Background: an optimization exercise with open tools, aiming at small area. Do not read the settings as production practice.
Function was checked by simulation only, so behaviour that the tests miss may differ from the original.
Power and IR drop assume default switching activity.

## run A
==> flow/design.v (excerpt) <==
module Pong_cyclone2(
    input wire CLK,
    input wire RST_BTN,
    output wire VGA_HS_O,
    output wire VGA_VS_O,
    output wire [3:0] VGA_R,
    output wire [3:0] VGA_G,
    output wire [3:0] VGA_B,
    input key0,
    input key1,
    input key2,
    input key3,
    input startsig
    );
Size: ~1,000 cells after synthesis.
export LEC_CHECK = 0
export CAP_MARGIN = 20
export CORE_MARGIN = 2
export CORE_UTILIZATION = 40
export SLEW_MARGIN = 20
create_clock -name core_clock -period 10.0 [get_ports {CLK}]
standard.sh (not shown) runs the stock make flow with config.mk's settings and CLKGATE_MAP_FILE= SYNTH_SCRIPT=/design/flow/synth_recipe.tcl, a recipe that flattens the netlist after the stock synthesis.
==> flow/flow/run.sh <==
#!/bin/bash
# Layout flow: the standard synthesis, then the combinational cells of its
# netlist are re-mapped for area with ABC (flip-flops kept as they are, with
# their names and cell types), then the standard layout from floorplan to
# finish, with a leaner clock tree. Each tool writes its full output to a log
# of its own in this folder.
set -euo pipefail
W=$PWD
LIB=$FLOW_HOME/platforms/sky130hd/lib/sky130_fd_sc_hd__tt_025C_1v80.lib
R=$W/orfs/results/sky130hd/Pong_cyclone2/base

# 1. standard synthesis
bash standard.sh synth > log_1_synth.log 2>&1

# 2. re-map the combinational logic for area: four ABC runs with different
#    random seeds, the smallest result is kept
cp $R/1_2_yosys.v $W/synth_standard.v
python3 flow/unmap.py $LIB $W/synth_standard.v $W/remap_in.v > log_2_unmap.log 2>&1
DONT_USE=$(sed -n '/^export DONT_USE_CELLS/,/^#/p' $FLOW_HOME/platforms/sky130hd/config.mk \
  | grep -o 'sky130_fd_sc_hd__[a-z0-9_]*' | sed 's/^/-dont_use /' | tr '\n' ' ')
for S in 1 2 3 4; do
  sed "s/SEED/$S/" flow/remap.abc > $W/remap_$S.abc
  cat > $W/remap_$S.ys <<YS
read_liberty -lib $LIB
read_verilog $W/remap_in.v
hierarchy -check -top $FLOW_TOP
proc
opt_expr
techmap
opt -fast
abc -liberty $LIB $DONT_USE -script $W/remap_$S.abc
opt_clean -purge
hilomap -singleton -hicell sky130_fd_sc_hd__conb_1 HI -locell sky130_fd_sc_hd__conb_1 LO
splitnets
opt_clean -purge
tee -o $W/remap_$S.stat stat -liberty $LIB
check -assert -mapped
write_verilog -noattr -nohex -nodec $W/remap_out_$S.v
YS
  yosys -s $W/remap_$S.ys > log_3_remap_$S.log 2>&1 &
done
wait
best=""
best_area=""
for S in 1 2 3 4; do
  if [[ -s $W/remap_out_$S.v ]] && grep -q "Chip area" $W/remap_$S.stat; then
    a=$(grep "Chip area" $W/remap_$S.stat | awk '{print $NF}')
    echo "seed $S: area $a" >> log_3_remap_pick.log
    if [[ -z "$best" ]] || awk "BEGIN{exit !($a < $best_area)}"; then best=$S; best_area=$a; fi
  fi
done
echo "picked seed $best ($best_area)" >> log_3_remap_pick.log
if [[ -n "$best" ]]; then
  cp $W/remap_out_$best.v $R/1_2_yosys.v
  rm -f $R/1_synth.odb $R/1_synth.sdc
  bash standard.sh synth > log_4_synth_odb.log 2>&1
fi

# 3. standard layout, with a clock tree of small buffers and no dummy loads
bash standard.sh \
  "CTS_ARGS=-sink_clustering_enable -repair_clock_nets -dont_use_dummy_load -root_buf sky130_fd_sc_hd__clkbuf_8 -buf_list {sky130_fd_sc_hd__clkbuf_4 sky130_fd_sc_hd__clkbuf_8} -sink_clustering_size 30 -sink_clustering_max_diameter 100" \
  "BUFFER_PORTS_ARGS=-buffer_cell sky130_fd_sc_hd__buf_1" \
  finish > log_5_layout.log 2>&1
==> flow/flow/remap.abc <==
strash
&get -n
&st
&deepsyn -J 40 -T 400 -S SEED
&put
dch -f
amap -F 2 -A 30
topo
Other scripts of this flow, unchanged in this note and not shown: flow/flow/unmap.py
Run A reached the end of the flow, and the finished layout is clean on the timing, DRC and antenna checks.
Relative to run A, the following input files were edited for run B:
==> flow/flow/run.sh <==
#!/bin/bash
# Layout flow: the standard synthesis, then the combinational cells of its
# netlist are re-mapped for area with ABC (flip-flops kept as they are), then
# the standard layout from floorplan to finish, with a leaner clock tree.
# Each tool writes its full output to a log of its own in this folder.
set -euo pipefail
W=$PWD
LIB=$FLOW_HOME/platforms/sky130hd/lib/sky130_fd_sc_hd__tt_025C_1v80.lib
R=$W/orfs/results/sky130hd/Pong_cyclone2/base

# 1. standard synthesis
bash standard.sh synth > log_1_synth.log 2>&1

# 2. re-map the combinational logic for area
cp $R/1_2_yosys.v $W/synth_standard.v
python3 flow/unmap.py $LIB $W/synth_standard.v $W/remap_in.v > log_2_unmap.log 2>&1
DONT_USE=$(sed -n '/^export DONT_USE_CELLS/,/^#/p' $FLOW_HOME/platforms/sky130hd/config.mk \
  | grep -o 'sky130_fd_sc_hd__[a-z0-9_]*' | sed 's/^/-dont_use /' | tr '\n' ' ')
cat > $W/remap.ys <<YS
read_liberty -lib $LIB
read_verilog $W/remap_in.v
hierarchy -check -top $FLOW_TOP
proc
opt_expr
techmap
opt -fast
abc -liberty $LIB $DONT_USE -script $W/flow/remap.abc
opt_clean -purge
hilomap -singleton -hicell sky130_fd_sc_hd__conb_1 HI -locell sky130_fd_sc_hd__conb_1 LO
splitnets
opt_clean -purge
stat -liberty $LIB
check -assert -mapped
write_verilog -noattr -nohex -nodec $W/remap_out.v
YS
yosys -s $W/remap.ys > log_3_remap.log 2>&1
cp $W/remap_out.v $R/1_2_yosys.v
rm -f $R/1_synth.odb $R/1_synth.sdc
bash standard.sh synth > log_4_synth_odb.log 2>&1

# 3. standard layout, with a clock tree without dummy loads
bash standard.sh \
  "CTS_ARGS=-sink_clustering_enable -repair_clock_nets -dont_use_dummy_load -buf_list sky130_fd_sc_hd__clkbuf_8 -sink_clustering_size 30 -sink_clustering_max_diameter 100" \
  finish > log_5_layout.log 2>&1
==> flow/flow/remap.abc <==
strash
&get -n
&st
&deepsyn -T 60
&put
dch -f
amap
topo
==> notes.md <==
- Pin count of the biggest net entering global routing went up by a little under 10% going from run A to run B.
- Clock power: run A vs run B, no meaningful difference
- Sort run A and run B by sequential share of power asc -> top: run A
- Run A vs run B, standard cell with the maximum stage delay on the critical path: clkinv_1 vs dfxtp_1
- The higher arrival time at the worst endpoint of run A and run B is in run B.
- | total internal power | run B vs run A | ≈ equal |
- Re total power of the final layout: run A was higher than run B.
- Run A → run B: worst IR drop on VDD now larger, global-route usage now smaller, cell area after layout now larger, time the worst path needs with I/O delays and setup now larger.
- For netlist area before placement, run A and run B come out practically identical.
diff inputs: run B => run C
==> flow/flow/run.sh <==
#!/bin/bash
# Layout flow: the standard synthesis, then the combinational cells of its
# netlist are re-mapped for area with ABC (flip-flops kept as they are, with
# their names and cell types), then the standard layout from floorplan to
# finish, with a leaner clock tree. Each tool writes its full output to a log
# of its own in this folder.
set -euo pipefail
W=$PWD
LIB=$FLOW_HOME/platforms/sky130hd/lib/sky130_fd_sc_hd__tt_025C_1v80.lib
R=$W/orfs/results/sky130hd/Pong_cyclone2/base

# 1. standard synthesis
bash standard.sh synth > log_1_synth.log 2>&1

# 2. re-map the combinational logic for area: four ABC runs with different
#    random seeds, the smallest result is kept
cp $R/1_2_yosys.v $W/synth_standard.v
python3 flow/unmap.py $LIB $W/synth_standard.v $W/remap_in.v > log_2_unmap.log 2>&1
DONT_USE=$(sed -n '/^export DONT_USE_CELLS/,/^#/p' $FLOW_HOME/platforms/sky130hd/config.mk \
  | grep -o 'sky130_fd_sc_hd__[a-z0-9_]*' | sed 's/^/-dont_use /' | tr '\n' ' ')
for S in 1 2 3 4; do
  sed "s/SEED/$S/" flow/remap.abc > $W/remap_$S.abc
  cat > $W/remap_$S.ys <<YS
read_liberty -lib $LIB
read_verilog $W/remap_in.v
hierarchy -check -top $FLOW_TOP
proc
opt_expr
techmap
opt -fast
abc -liberty $LIB $DONT_USE -script $W/remap_$S.abc
opt_clean -purge
hilomap -singleton -hicell sky130_fd_sc_hd__conb_1 HI -locell sky130_fd_sc_hd__conb_1 LO
splitnets
opt_clean -purge
tee -o $W/remap_$S.stat stat -liberty $LIB
check -assert -mapped
write_verilog -noattr -nohex -nodec $W/remap_out_$S.v
YS
  yosys -s $W/remap_$S.ys > log_3_remap_$S.log 2>&1 &
done
wait
best=""
best_area=""
for S in 1 2 3 4; do
  if [[ -s $W/remap_out_$S.v ]] && grep -q "Chip area" $W/remap_$S.stat; then
    a=$(grep "Chip area" $W/remap_$S.stat | awk '{print $NF}')
    echo "seed $S: area $a" >> log_3_remap_pick.log
    if [[ -z "$best" ]] || awk "BEGIN{exit !($a < $best_area)}"; then best=$S; best_area=$a; fi
  fi
done
echo "picked seed $best ($best_area)" >> log_3_remap_pick.log
if [[ -n "$best" ]]; then
  cp $W/remap_out_$best.v $R/1_2_yosys.v
  rm -f $R/1_synth.odb $R/1_synth.sdc
  bash standard.sh synth > log_4_synth_odb.log 2>&1
fi

# 3. standard layout, with a clock tree of small buffers and no dummy loads
bash standard.sh \
  "CTS_ARGS=-sink_clustering_enable -repair_clock_nets -dont_use_dummy_load -root_buf sky130_fd_sc_hd__clkbuf_8 -buf_list sky130_fd_sc_hd__clkbuf_4 sky130_fd_sc_hd__clkbuf_8 -sink_clustering_size 30 -sink_clustering_max_diameter 100" \
  "BUFFER_PORTS_ARGS=-buffer_cell sky130_fd_sc_hd__buf_1" \
  finish > log_5_layout.log 2>&1
==> flow/flow/remap.abc <==
strash
&get -n
&st
&deepsyn -J 40 -T 400 -S SEED
&put
dch -f
amap -F 2 -A 30
topo
Results
- Flow for run C halted at clock tree synthesis (4_1_cts), error code STA-0564.
- The flow did not stop early for run B: all stages ran, and the layout cleared the timing, DRC and antenna checks.
- Going from run B to run C, area after synthesis did not really move; synthesized cell count did not really move; per-instance average area after synthesis did not really move.
Inputs modified between run C and run D:
diff --git a/flow/flow/run.sh b/flow/flow/run.sh
--- a/flow/flow/run.sh
+++ b/flow/flow/run.sh
@@ -13,11 +13,11 @@
 bash standard.sh synth > log_1_synth.log 2>&1
 
-# 2. re-map the combinational logic for area: four ABC runs with different
-#    random seeds, the smallest result is kept
+# 2. re-map the combinational logic for area: eight ABC runs with different
+#    random seeds (four at a time), the smallest result is kept
 cp $R/1_2_yosys.v $W/synth_standard.v
 python3 flow/unmap.py $LIB $W/synth_standard.v $W/remap_in.v > log_2_unmap.log 2>&1
 DONT_USE=$(sed -n '/^export DONT_USE_CELLS/,/^#/p' $FLOW_HOME/platforms/sky130hd/config.mk \
   | grep -o 'sky130_fd_sc_hd__[a-z0-9_]*' | sed 's/^/-dont_use /' | tr '\n' ' ')
-for S in 1 2 3 4; do
+for S in 1 2 3 4 5 6 7 8; do
   sed "s/SEED/$S/" flow/remap.abc > $W/remap_$S.abc
   cat > $W/remap_$S.ys <<YS
@@ -39,9 +39,10 @@
 YS
   yosys -s $W/remap_$S.ys > log_3_remap_$S.log 2>&1 &
+  if (( S % 4 == 0 )); then wait; fi
 done
 wait
 best=""
 best_area=""
-for S in 1 2 3 4; do
+for S in 1 2 3 4 5 6 7 8; do
   if [[ -s $W/remap_out_$S.v ]] && grep -q "Chip area" $W/remap_$S.stat; then
     a=$(grep "Chip area" $W/remap_$S.stat | awk '{print $NF}')
@@ -59,5 +60,5 @@
 # 3. standard layout, with a clock tree of small buffers and no dummy loads
 bash standard.sh \
-  "CTS_ARGS=-sink_clustering_enable -repair_clock_nets -dont_use_dummy_load -root_buf sky130_fd_sc_hd__clkbuf_8 -buf_list sky130_fd_sc_hd__clkbuf_4 sky130_fd_sc_hd__clkbuf_8 -sink_clustering_size 30 -sink_clustering_max_diameter 100" \
+  "CTS_ARGS=-sink_clustering_enable -repair_clock_nets -dont_use_dummy_load -root_buf sky130_fd_sc_hd__clkbuf_16 -buf_list sky130_fd_sc_hd__clkbuf_4 -sink_clustering_size 30 -sink_clustering_max_diameter 100" \
   "BUFFER_PORTS_ARGS=-buffer_cell sky130_fd_sc_hd__buf_1" \
   finish > log_5_layout.log 2>&1
diff --git a/flow/config.mk b/flow/config.mk
--- a/flow/config.mk
+++ b/flow/config.mk
@@ -8,4 +8,4 @@
 export CAP_MARGIN = 20
 export CORE_MARGIN = 2
-export CORE_UTILIZATION = 40
+export CORE_UTILIZATION = 55
 export SLEW_MARGIN = 20
### Flow results
Compared with run C, run D shows detailed placement HPWL lower by about 10%. Initial core utilization in run D is 16 points above run C. Run D: site row count is 17% lower than what run C reported. What run C reported for placed instance count has to be multiplied by 0.934 to get the figure for run D. Of run C and run D, only run D finishes the flow clean. Against run C, combined area of all synthesized cells in run D fell slightly. Synthesized cell count was lower in the run labelled run D.

## re-timing with driven ports
The results above use ideal ports. As a check the final layouts listed here were re-extracted and re-timed, cells and wires unchanged.
Step 1 (the two cells are an assumption about what drives the block):
set clk [get_ports {CLK}]
set_driving_cell -lib_cell sky130_fd_sc_hd__clkbuf_16 $clk
set_driving_cell -lib_cell sky130_fd_sc_hd__buf_2 [delete_from_list [all_inputs] $clk]
Step 2, shift: input delay + t, output delay - t, t = (earliest + latest rising clock arrival at the registers) / 2. This alone moves slack from input paths to output paths.
a / b / c = ideal ports / drivers / drivers and shift; a / b = the first two.
| run | t (ns) | setup WS [ns] | worst hold slack (ns) | pins driven straight from the clock port |
|---|---|---|---|---|
| run A | 0.464 | 4.245 / 4.245 / 4.245 | 0.417 / 0.417 / 0.417 | 1 |
| run B | 0.472 | 3.326 / 3.326 / 3.326 | 0.417 / 0.417 / 0.417 | 1 |
| run D | 0.398 | 4.440 / 4.440 / 4.440 | 0.394 / 0.394 / 0.394 | 1 |
After both steps setup and hold are still met in every run listed.
